Background: an optimization exercise with open tools, aiming at small area, a short achievable clock period and few clock cycles per item. Do not read the settings as production practice.
The RTL was checked by simulation tests, not by an equivalence proof against the original design.

==> flow/design.v, too long to show whole: its modules and the start of the top module <==
// module EC_TOP: 56 lines
// module EC_COMB: 14533 lines
module EC_TOP(
    clk, rst_n, in_valid,
    in_Px, in_Py, in_Qx, in_Qy, in_prime, in_a,
    out_valid, out_Rx, out_Ry
);
  // ...
==> flow/flow/run.sh <==
#!/bin/bash
# Layout flow: the standard synthesis, then the combinational logic between the
# registers is re-mapped with a stronger ABC script (every register instance, its name
# and its cell type are kept as the standard synthesis made them), then the standard
# layout steps from floorplan to finish.
set -euo pipefail
HERE=$(pwd)
RES=$HERE/orfs/results/${FLOW_PLATFORM}/EC_TOP/base
LIB=$FLOW_HOME/platforms/${FLOW_PLATFORM}/lib/sky130_fd_sc_hd__tt_025C_1v80.lib
YOSYS=$FLOW_HOME/../tools/install/yosys/bin/yosys
[ -x "$YOSYS" ] || YOSYS=yosys

# 1. standard synthesis
bash standard.sh synth > std_synth.log 2>&1
cp $RES/1_2_yosys.v std_synth.v

# 2. re-map the combinational logic
DU=""
for c in $(cat flow/dont_use.txt); do DU="$DU -dont_use $c"; done
cat > resynth.ys <<EOT
read_liberty -ignore_miss_func $LIB
read_verilog std_synth.v
hierarchy -top $FLOW_TOP
setattr -mod -set keep_hierarchy 1 sky130_fd_sc_hd__*df* sky130_fd_sc_hd__*dl*
flatten
opt_clean -purge
tee -o resynth_before.txt stat -liberty $LIB
abc -script $HERE/flow/resynth.abc -liberty $LIB $DU
opt_clean -purge
hilomap -singleton -hicell sky130_fd_sc_hd__conb_1 HI -locell sky130_fd_sc_hd__conb_1 LO
splitnets
opt_clean -purge
select $FLOW_TOP
tee -o resynth_after.txt stat -liberty $LIB
write_verilog -noattr -nohex -nodec -selected resynth.v
EOT
$YOSYS -l resynth.log -q resynth.ys > /dev/null 2>&1
cp resynth.v $RES/1_2_yosys.v
rm -f $RES/1_synth.odb $RES/1_synth.sdc

# 3. standard layout from the new netlist
# the setup margin makes the resizer shorten every register-to-register path
# whose slack is under the margin (so paths longer than 90 - margin ns)
# ports get the smallest plain buffer rather than the resizer's pick (a delay cell)
export BUFFER_PORTS_ARGS="-buffer_cell sky130_fd_sc_hd__buf_1"
SETUP_SLACK_MARGIN=68 bash standard.sh > std_layout.log 2>&1
==> flow/flow/dont_use.txt <==
sky130_fd_sc_hd__probe_p_8 sky130_fd_sc_hd__probec_p_8 sky130_fd_sc_hd__lpflow_bleeder_1 sky130_fd_sc_hd__lpflow_clkbufkapwr_1 sky130_fd_sc_hd__lpflow_clkbufkapwr_16 sky130_fd_sc_hd__lpflow_clkbufkapwr_2 sky130_fd_sc_hd__lpflow_clkbufkapwr_4 sky130_fd_sc_hd__lpflow_clkbufkapwr_8 sky130_fd_sc_hd__lpflow_clkinvkapwr_1 sky130_fd_sc_hd__lpflow_clkinvkapwr_16 sky130_fd_sc_hd__lpflow_clkinvkapwr_2 sky130_fd_sc_hd__lpflow_clkinvkapwr_4 sky130_fd_sc_hd__lpflow_clkinvkapwr_8 sky130_fd_sc_hd__lpflow_decapkapwr_12 sky130_fd_sc_hd__lpflow_decapkapwr_3 sky130_fd_sc_hd__lpflow_decapkapwr_4 sky130_fd_sc_hd__lpflow_decapkapwr_6 sky130_fd_sc_hd__lpflow_decapkapwr_8 sky130_fd_sc_hd__lpflow_inputiso0n_1 sky130_fd_sc_hd__lpflow_inputiso0p_1 sky130_fd_sc_hd__lpflow_inputiso1n_1 sky130_fd_sc_hd__lpflow_inputiso1p_1 sky130_fd_sc_hd__lpflow_inputisolatch_1 sky130_fd_sc_hd__lpflow_isobufsrc_1 sky130_fd_sc_hd__lpflow_isobufsrc_16 sky130_fd_sc_hd__lpflow_isobufsrc_2 sky130_fd_sc_hd__lpflow_isobufsrc_4 sky130_fd_sc_hd__lpflow_isobufsrc_8 sky130_fd_sc_hd__lpflow_isobufsrckapwr_16 sky130_fd_sc_hd__lpflow_lsbuf_lh_hl_isowell_tap_1 sky130_fd_sc_hd__lpflow_lsbuf_lh_hl_isowell_tap_2 sky130_fd_sc_hd__lpflow_lsbuf_lh_hl_isowell_tap_4 sky130_fd_sc_hd__lpflow_lsbuf_lh_isowell_4 sky130_fd_sc_hd__lpflow_lsbuf_lh_isowell_tap_1 sky130_fd_sc_hd__lpflow_lsbuf_lh_isowell_tap_2 sky130_fd_sc_hd__lpflow_lsbuf_lh_isowell_tap_4
==> flow/flow/resynth.abc <==
strash
dc2
balance; rewrite; refactor; balance; rewrite; rewrite -z; balance; refactor -z; rewrite -z; balance
dch -f
&get -n
&dch -f
&nf
&put
strash
dc2
balance; rewrite; refactor; balance; rewrite; rewrite -z; balance; refactor -z; rewrite -z; balance
&get -n
&deepsyn -T 20
&put
dch -f
map -a
map -D 14000
topo
==> flow/standard.sh <==
#!/bin/bash
# synth_recipe.tcl (not shown) runs the flow's synth.tcl, then flattens the netlist and writes it again
# the make line also repeats each setting of config.mk as NAME=value (left out here)
make -C /OpenROAD-flow-scripts/flow DESIGN_CONFIG=/design/flow/config.mk WORK_HOME=/design/flow/orfs CLKGATE_MAP_FILE= SYNTH_SCRIPT=/design/flow/synth_recipe.tcl "${@:-finish}"
==> flow/config.mk <==
export PLATFORM = sky130hd
export DESIGN_NAME = EC_TOP
export DESIGN_NICKNAME = EC_TOP
export VERILOG_FILES = /design/flow/design.v
export SDC_FILE = /design/flow/constraint.sdc
export NUM_CORES = 4
export LEC_CHECK = 0
export CAP_MARGIN = 20
export CORE_MARGIN = 2
export CORE_UTILIZATION = 50
export CTS_BUF_LIST = sky130_fd_sc_hd__clkbuf_4 sky130_fd_sc_hd__clkbuf_8
export SLEW_MARGIN = 20
==> flow/constraint.sdc <==
create_clock -name core_clock -period 90.0 [get_ports {clk}]
set_input_delay 18.0000 -clock core_clock [delete_from_list [all_inputs] [get_ports {clk}]]
set_output_delay 18.0000 -clock core_clock [all_outputs]
set_load 0.01 [all_outputs]
==> impl_metrics.tcl, run 1 <==
set metrics [dict create \
    status "finished clean" \
    critPathTopFamily "simple AND/OR/NAND/NOR gates" \
    grt.busiest_layer "met2" \
    cts_buffers 5 \
    worstSetupPathType "reg2reg" \
    seq_cells 40 \
    cts_tree "done" \
    nClkBuffers 6 \
    rsz0062_at_grt "false" \
    fmax_mhz 49.4 \
    postLayoutCoreUtil 0.561 \
    drt_iter0_markers 2230 \
    fin_tns_setup_ps 0 \
    worst_slew_pin_slew_ps 1070 \
    synth_area_per_cell_um2 5.35 \
    seq_area_um2 1110 \
    grtUsageMet2 0.652 \
    fin_hold_ws_ps 374 \
    crit_buf_inv 11 \
    finalSetupViolations 0 \
    inv_count 277 \
    multiInputGateArea_um2 8710 \
    synth.yosys.warnings 1 \
    area_delta_synth_final_pct 10.4 \
    core_um2 21000 \
    wl_per_cell_um 20.0 \
    cts-hold-fix-buffers 0 \
    gr-usage-met3 0.0827 \
    startpoint "p[2]" \
    crit_required_ps 90220 \
    viasPerCell 6.44 \
    cpPeakStageDelay_ps 380 \
    dpl-instance-area_um2 11400 \
]
Testbench counts, summed over its fixed seeds: cycles 9,600, items 3,200.
==> run 2, diff against run 1 <==
--- a/flow/config.mk
+++ b/flow/config.mk
@@ -9,3 +9,3 @@
 export CORE_MARGIN = 2
-export CORE_UTILIZATION = 50
+export CORE_UTILIZATION = 40
 export CTS_BUF_LIST = sky130_fd_sc_hd__clkbuf_4 sky130_fd_sc_hd__clkbuf_8
==> run 2 against run 1 <==
Effect of this change: critical path type unchanged; die area is 24% higher; largest cell class unchanged; sequential share of layout area is essentially flat; global-route usage is 7.3 points lower; critical path depth up 1; flip-flop and latch count stayed put; hold slack worse by 17 ps; worst setup slack improved by 500 ps.
==> impl_metrics.tcl, run 2 <==
set metrics [dict create \
    fmax_mhz 50.6 \
    layout_commonest_cell "nand2_1" \
    wl_um 48200 \
    fin_tns_setup_ps 0 \
    cts_max_level 2 \
    synth.yosys.warnings 1 \
    synthCells 1998 \
    grt_pass1_wl_um 75100 \
    pin_count 52 \
    track_usage 0.337 \
    hold_path_startpoint "v1" \
    clock-root-buffer "clkbuf_8" \
    cpPeakStageDelay_ps 530 \
    design.die.area_um2 28000 \
    wl_per_cell_um 19.9 \
    ant_nets 0 \
    slew_headroom 0.332 \
    syn-num-nets 2037 \
    final_cells 2419 \
    grt_antenna_before_repair 0 \
    area_delta_synth_final_pct 10.9 \
    antenna_cells 0 \
    cts-hold-fix-buffers 0 \
    cts_buffers 5 \
    rows 59 \
    clk_pin_slew_ps 100 \
    slowest_stage "edfxtp_1" \
    finalMaxSlewViolations 0 \
    dp_hpwl_um 36700 \
    grt_overflow 0 \
    max-cap-violations 0 \
    core_um2 26100 \
    rsz0062_at_grt "false" \
    timing.rr.start "p[1]" \
    dpl.cell_count 2408 \
    drt_iter0_markers 1601 \
    cts_tree "done" \
    viasPerCell 6.10 \
    grt_pass1_vias 13700 \
    crit_required_ps 90260 \
    cts_sinks 40 \
    die_x_um 167 \
    min_period_ps 19740 \
    gp_congestion 0.994 \
    drive_gt1_frac 0.0677 \
    final_nets 2122 \
    cp_max_fo 46 \
    dpl-instance-area_um2 11500 \
    start_util 0.409 \
    worst_slew_pin_slew_ps 999 \
    portBuffers 50 \
    mostFrequentLayoutCells "nand2_1, nor2_1, clkinv_1" \
    hold_viol 0 \
    finalSetupViolations 0 \
    startpoint "p[1]" \
    fin_hold_ws_ps 357 \
    crit_path_frequent_cell "nand2_1" \
    finalClockSkew_ps 12.9 \
    status "finished clean" \
    route.vias.total 14800 \
    netlist_area_um2 10700 \
    die_y_um 167 \
    drc_errors 0 \
    hold_class "reg2reg" \
    clk_path_buf_depth 2 \
    finalCritPeriodShare 0.219 \
    design_area_um2 11800 \
    worstSetupPathType "reg2reg" \
    synth_area_per_cell_um2 5.35 \
    cp.arrival_ps 20010 \
    dr.pass1.iters 8 \
    start_kind "flip-flop" \
    worst_setup_path_end_kind "flip-flop" \
    grt_max_degree 47 \
    insertion_delay_ps 310 \
]
[run 2: per-layer routing]
metal	up-vias	wire length, um	track usage	part of all wire
li1	7072	-	-	-
met2	806	21300	0.559	0.44
met1	6652	19200	0.427	0.40
met4	0	3060	0.180	0.064
met3	228	4600	0.0456	0.095
met5	-	0	0	0
[run 2: repair_timing]
item / CTS / global route
buffers inserted: 0 / 3
pin swaps: 0 / 2
gates cloned: 0 / 0
gates resized for setup: 3 / 71
setup endpoints to repair: 6 / 6
[run 2: layout make-up]
type                            instances  area [um2]
Timing Repair Buffer                   78         427
Sequential cell                        40        1110
Tap cell                              335         419
Clock inverter                          3        46.3
Fill cell                            2936       14300
Inverter                              277        1070
Multi-Input combinational cell       1681        8700
Clock buffer                            5        68.8
[run 2: through the flow]
step,utilization,setup slack [ps]
2_1_floorplan,-,70510
3_3_place_gp,0.439,67720
3_5_place_dp,0.439,67450
4_1_cts,0.444,68230
5_1_grt,0.453,67960
6_report,0.453,70260
[run 2: final timing paths]
path / slack [ps] / cells past startpoint / to
max: 70260 / 123 / sv[1]
min: 360 / 0 / v2
max reg2reg: 70260 / 123 / sv[1]
min reg2reg: 360 / 0 / v2
max in group asynchronous: 72410 / 1 / v1
min in group asynchronous: 17460 / 1 / v2
[run 2: worst max-delay path: cells and delay by family, from the launching register on]
kind            cells  cell delay, ps
compound gates     46            8490
flops               1             530
xor+xnor            3             490
buf+inv            12            1770
simple gates       62            8370
==> run 3, diff against run 2 <==
--- a/flow/config.mk
+++ b/flow/config.mk
@@ -11,2 +11,3 @@
 export CTS_BUF_LIST = sky130_fd_sc_hd__clkbuf_4 sky130_fd_sc_hd__clkbuf_8
+export GPL_ROUTABILITY_DRIVEN = 0
 export SLEW_MARGIN = 20
==> run 3 against run 2 <==
Effect of this change: still clean; non-clock buffer count up 3; synthesized cell count unchanged; critical endpoint is now aq[4].
==> impl_metrics.tcl, run 3 <==
set metrics [dict create \
    finalSetupViolations 0 \
    cts_sinks 40 \
    clk_pin_slew_ps 90 \
    min_period_ps 19780 \
    mostFrequentLayoutCells "nand2_1, nor2_1, clkinv_1" \
    drive_gt1_frac 0.0623 \
    rrSetupSlack_ps 70260 \
    fin_tns_setup_ps 0 \
    crit_required_ps 90060 \
    viasPerCell 6.16 \
    grt_pass1_vias 13500 \
    wl_per_cell_um 18.0 \
    portBuffers 50 \
    finalClockSkew_ps 14.0 \
    hold_path_startpoint "v1" \
    finalMaxSlewViolations 0 \
    start_util 0.409 \
    hold_viol 0 \
    worstSetupPathType "in2reg" \
    startpoint "in_Px[0]" \
    grt_overflow 0 \
    rsz0062_at_grt "false" \
    synthCells 1998 \
    insertion_delay_ps 320 \
    max-cap-violations 0 \
    cp_max_fo 8 \
    grt_max_degree 48 \
    die_y_um 167 \
    synth.yosys.warnings 1 \
    antenna_cells 0 \
    status "finished clean" \
    cp.arrival_ps 19840 \
    dr.pass1.iters 16 \
    timing.rr.start "p[1]" \
    core_um2 26100 \
    cts_tree "done" \
    worstRegToRegCells 121 \
    grt_pass1_wl_um 68700 \
    netlist_area_um2 10700 \
    worst_slew_pin_slew_ps 1030 \
    wl_um 43500 \
    synth_area_per_cell_um2 5.35 \
    track_usage 0.302 \
    rows 59 \
    clk_path_buf_depth 2 \
    cts_max_level 2 \
    final_cells 2423 \
    clock-root-buffer "clkbuf_8" \
    finalCritPeriodShare 0.220 \
    area_delta_synth_final_pct 10.7 \
    rr_endpoint "sv[1]" \
    grt_antenna_before_repair 0 \
    layout_commonest_cell "nand2_1" \
    hold_class "reg2reg" \
    route.vias.total 14900 \
    dp_hpwl_um 32300 \
    final_nets 2126 \
    endpoint "aq[4]" \
    fmax_mhz 50.6 \
    design.die.area_um2 28000 \
    slew_headroom 0.313 \
    start_kind "input pin" \
    syn-num-nets 2037 \
    die_x_um 167 \
    pin_count 52 \
    worst_setup_path_end_kind "flip-flop" \
    drc_errors 0 \
    dpl.cell_count 2407 \
    ant_nets 0 \
    drt_iter0_markers 2030 \
    cts_buffers 5 \
]
run 3: worst min path at each step:
stage / endpoint / slack, ps / depth (start not counted)
6_report: v2 / 360 / 0
3_3_place_gp: v2 / 330 / 0
3_5_place_dp: v2 / 350 / 0
2_1_floorplan: v2 / 330 / 0
5_1_grt: v2 / 380 / 0
4_1_cts: v2 / 370 / 0
run 3: critical path, cell delays in order:
cell and delay (ps):
buf_1 90, or2_2 290, a21oi_1 160, o21ai_0 170, nor2_1 520, clkinv_1 290
nand2_1 120, nand2_1 60, nand2_1 60, o21ai_0 70
run 3: repair_timing:
action,4_1_cts,5_1_grt
resized for setup,2,63
pin swaps,0,3
hold buffers,0,0
buffers inserted,0,7
setup endpoints to repair,6,6
gates cloned,0,1
run 3: final cells by class:
class,count,area [um2]
Clock buffer,5,68.8
Clock inverter,3,23.8
Fill cell,2865,14300
Inverter,277,1060
Multi-Input combinational cell,1681,8680
Sequential cell,40,1110
Tap cell,335,419
Timing Repair Buffer,81,462
Timing Repair inverter,1,5.00
run 3: per-stage QoR:
step / cell area, um2 / hold WS, ps / setup WS [ps] / utilization
global placement: 11500 / 332 / 67910 / 0.439
floorplan: 10700 / 331 / 70510 / -
CTS: 11600 / 367 / 68120 / 0.443
finish: 11800 / 361 / 70220 / 0.453
global route: 11800 / 383 / 68030 / 0.453
detailed placement: 11500 / 348 / 67660 / 0.439
run 3: metal layers:
| metal | track usage | routed length, um | part of all wire |
|---|---|---|---|
| met1 | 0.380 | 17000 | 0.39 |
| met2 | 0.473 | 18100 | 0.42 |
| met3 | 0.0872 | 5470 | 0.13 |
| met4 | 0.146 | 2920 | 0.067 |
| met5 | 0 | 0 | 0 |
==> run 4, diff against run 3 <==
--- a/flow/flow/run.sh
+++ b/flow/flow/run.sh
@@ -45,2 +45,2 @@
 export BUFFER_PORTS_ARGS="-buffer_cell sky130_fd_sc_hd__buf_1"
-SETUP_SLACK_MARGIN=68 bash standard.sh > std_layout.log 2>&1
+SETUP_SLACK_MARGIN=69.5 bash standard.sh > std_layout.log 2>&1
--- a/flow/config.mk
+++ b/flow/config.mk
@@ -11,3 +11,2 @@
 export CTS_BUF_LIST = sky130_fd_sc_hd__clkbuf_4 sky130_fd_sc_hd__clkbuf_8
-export GPL_ROUTABILITY_DRIVEN = 0
 export SLEW_MARGIN = 20
==> run 4 against run 3 <==
Effect of this change: non-clock buffer count is 24 higher.
==> impl_metrics.tcl, run 4 <==
set metrics [dict create \
    status "finished clean" \
    cp_max_fo 8 \
    path_cells "buf_1, or2_2, a21oi_1, o221ai_1, nor2_1, clkinv_1, nor2_1, o22ai_1" \
    timing.rr.start "p[1]" \
    dr.pass1.iters 6 \
    clock-root-buffer "clkbuf_8" \
    fmax_mhz 50.9 \
    fin_tns_setup_ps 0 \
    wl_per_cell_um 21.1 \
    startpoint "in_Px[3]" \
    multiInputGateArea_um2 9080 \
    finalClockSkew_ps 8.90 \
    endpoint "aq[4]" \
    worstRegToRegCells 126 \
    cts_buffers 5 \
    min_period_ps 19650 \
    die_x_um 166 \
    rrSetupSlack_ps 70920 \
    grt_antenna_before_repair 0 \
    layout_commonest_cell "nand2_1" \
    grt_pass1_wl_um 74900 \
    dp_hpwl_um 36600 \
    hold_class "reg2reg" \
    syn-num-nets 1970 \
    worst_slew_pin_slew_ps 923 \
    drive_gt1_frac 0.121 \
    finalMaxSlewViolations 0 \
    grt_overflow 0 \
    cts_tree "done" \
    crit_required_ps 90030 \
    design.die.area_um2 27700 \
    area_delta_synth_final_pct 17.5 \
    cts_max_level 2 \
    start_kind "input pin" \
    ant_nets 0 \
    rows 59 \
    synth_area_per_cell_um2 5.46 \
    clk_pin_slew_ps 90 \
    drc_errors 0 \
    finalCritPeriodShare 0.218 \
    pin_count 52 \
    slowest_stage "nor2_1" \
    clk_path_buf_depth 2 \
    route.vias.total 14900 \
    worst_setup_path_end_kind "flip-flop" \
    cp.arrival_ps 19680 \
    grt_pass1_vias 13600 \
    hold_viol 0 \
    slew_headroom 0.382 \
    crit_path_frequent_cell "nor2_1" \
    die_y_um 166 \
    grt_max_degree 47 \
    rr_endpoint "sv[4]" \
    seq_area_um2 1110 \
    worstSetupPathType "in2reg" \
    max-cap-violations 0 \
    finalSetupViolations 0 \
    core_um2 26000 \
    drt_iter0_markers 1495 \
    cpPeakStageDelay_ps 440 \
    fillers 2846 \
    start_util 0.406 \
    netlist_area_um2 10500 \
    gp_congestion 1.00 \
    cts_sinks 40 \
    final_nets 2082 \
    mostFrequentLayoutCells "nand2_1, nor2_1, clkinv_1" \
    design_area_um2 12400 \
    dpl-instance-area_um2 11300 \
    synth.yosys.warnings 1 \
    portBuffers 50 \
    insertion_delay_ps 310 \
    wl_um 50200 \
    rsz0062_at_grt "false" \
    synthCells 1931 \
    track_usage 0.338 \
    viasPerCell 6.25 \
]
[run 4: worst min-delay path by stage]
stage | startpoint | endpoint | slack [ps] | depth (start not counted)
2_1_floorplan | v1 | v2 | 330 | 0
3_3_place_gp | v1 | v2 | 340 | 0
3_5_place_dp | v1 | v2 | 340 | 0
4_1_cts | v1 | v2 | 370 | 0
5_1_grt | v1 | v2 | 370 | 0
6_report | v1 | v2 | 370 | 0
[run 4: area by class of cell]
class | instances | share of cell area
Clock buffer | 5 | 0.00555
Timing Repair Buffer | 105 | 0.0598
Antenna cell | 1 | 0.000202
Clock inverter | 3 | 0.00374
Inverter | 235 | 0.0738
Multi-Input combinational cell | 1656 | 0.733
Tap cell | 335 | 0.0338
Sequential cell | 40 | 0.0898
[run 4: what timing repair did]
item,4_1_cts,5_1_grt
setup endpoints to repair,6,6
buffers inserted,1,25
pin swaps,1,19
cloned,0,4
resized for setup,41,147
hold buffers,0,0
endpoints found under the hold margin,0,0
[run 4: worst max-delay path, delay by kind of cell]
kind	cells	cell delay [ps]
AOI/OAI and AO/OA	3	440
buffers and inverters	2	350
and+or+nand+nor	3	880
[run 4: metrics by stage]
step | hold slack [ps] | setup WS, ps | cells | utilization
3_3_place_gp | 343 | 67370 | 2341 | 0.437
6_report | 369 | 70350 | 2380 | 0.477
3_5_place_dp | 339 | 67050 | 2341 | 0.437
4_1_cts | 367 | 69510 | 2350 | 0.447
5_1_grt | 370 | 69340 | 2379 | 0.477
2_1_floorplan | 331 | 70020 | 1931 | -
[run 4: metal layers]
| layer | global-route usage | wire (um) | vias to the layer above |
|---|---|---|---|
| met3 | 0.0655 | 5170 | 253 |
| met1 | 0.421 | 19500 | 6737 |
| met4 | 0.191 | 3430 | 0 |
| met2 | 0.546 | 22100 | 887 |
| met5 | 0 | 0 | - |
| li1 | - | - | 6998 |

separate check: timing with driven ports:
The flow's constraints put no driver on any port. The routed layouts listed below were extracted and timed again, unchanged, in two steps.
Step 1 assumes that a clkbuf_16 drives the clock port and a buf_2 every other input.
Step 2 moves the port delays by t, midway between the first and last clock arrival at a register: inputs arrive t later, outputs are due t later. That takes back most of the time a late clock gives input paths.
a / b / c = ideal / step 1 / step 2; a / b = the first two.
| run | t, ns | setup WS [ns] | pins driven straight from the clock port |
|---|---|---|---|
| run 1 | 0.350 | 69.756 / 69.756 / 69.756 | 1 |
| run 2 | 0.344 | 70.256 / 70.256 / 69.932 | 1 |
| run 3 | 0.349 | 70.219 / 70.237 / 69.888 | 1 |
| run 4 | 0.341 | 70.353 / 70.365 / 70.024 | 1 |
After both steps every run listed still meets setup and hold. For run 3, which loses most, drivers alone change the setup slack by +0.018 ns; drivers and shift together by -0.331 ns.
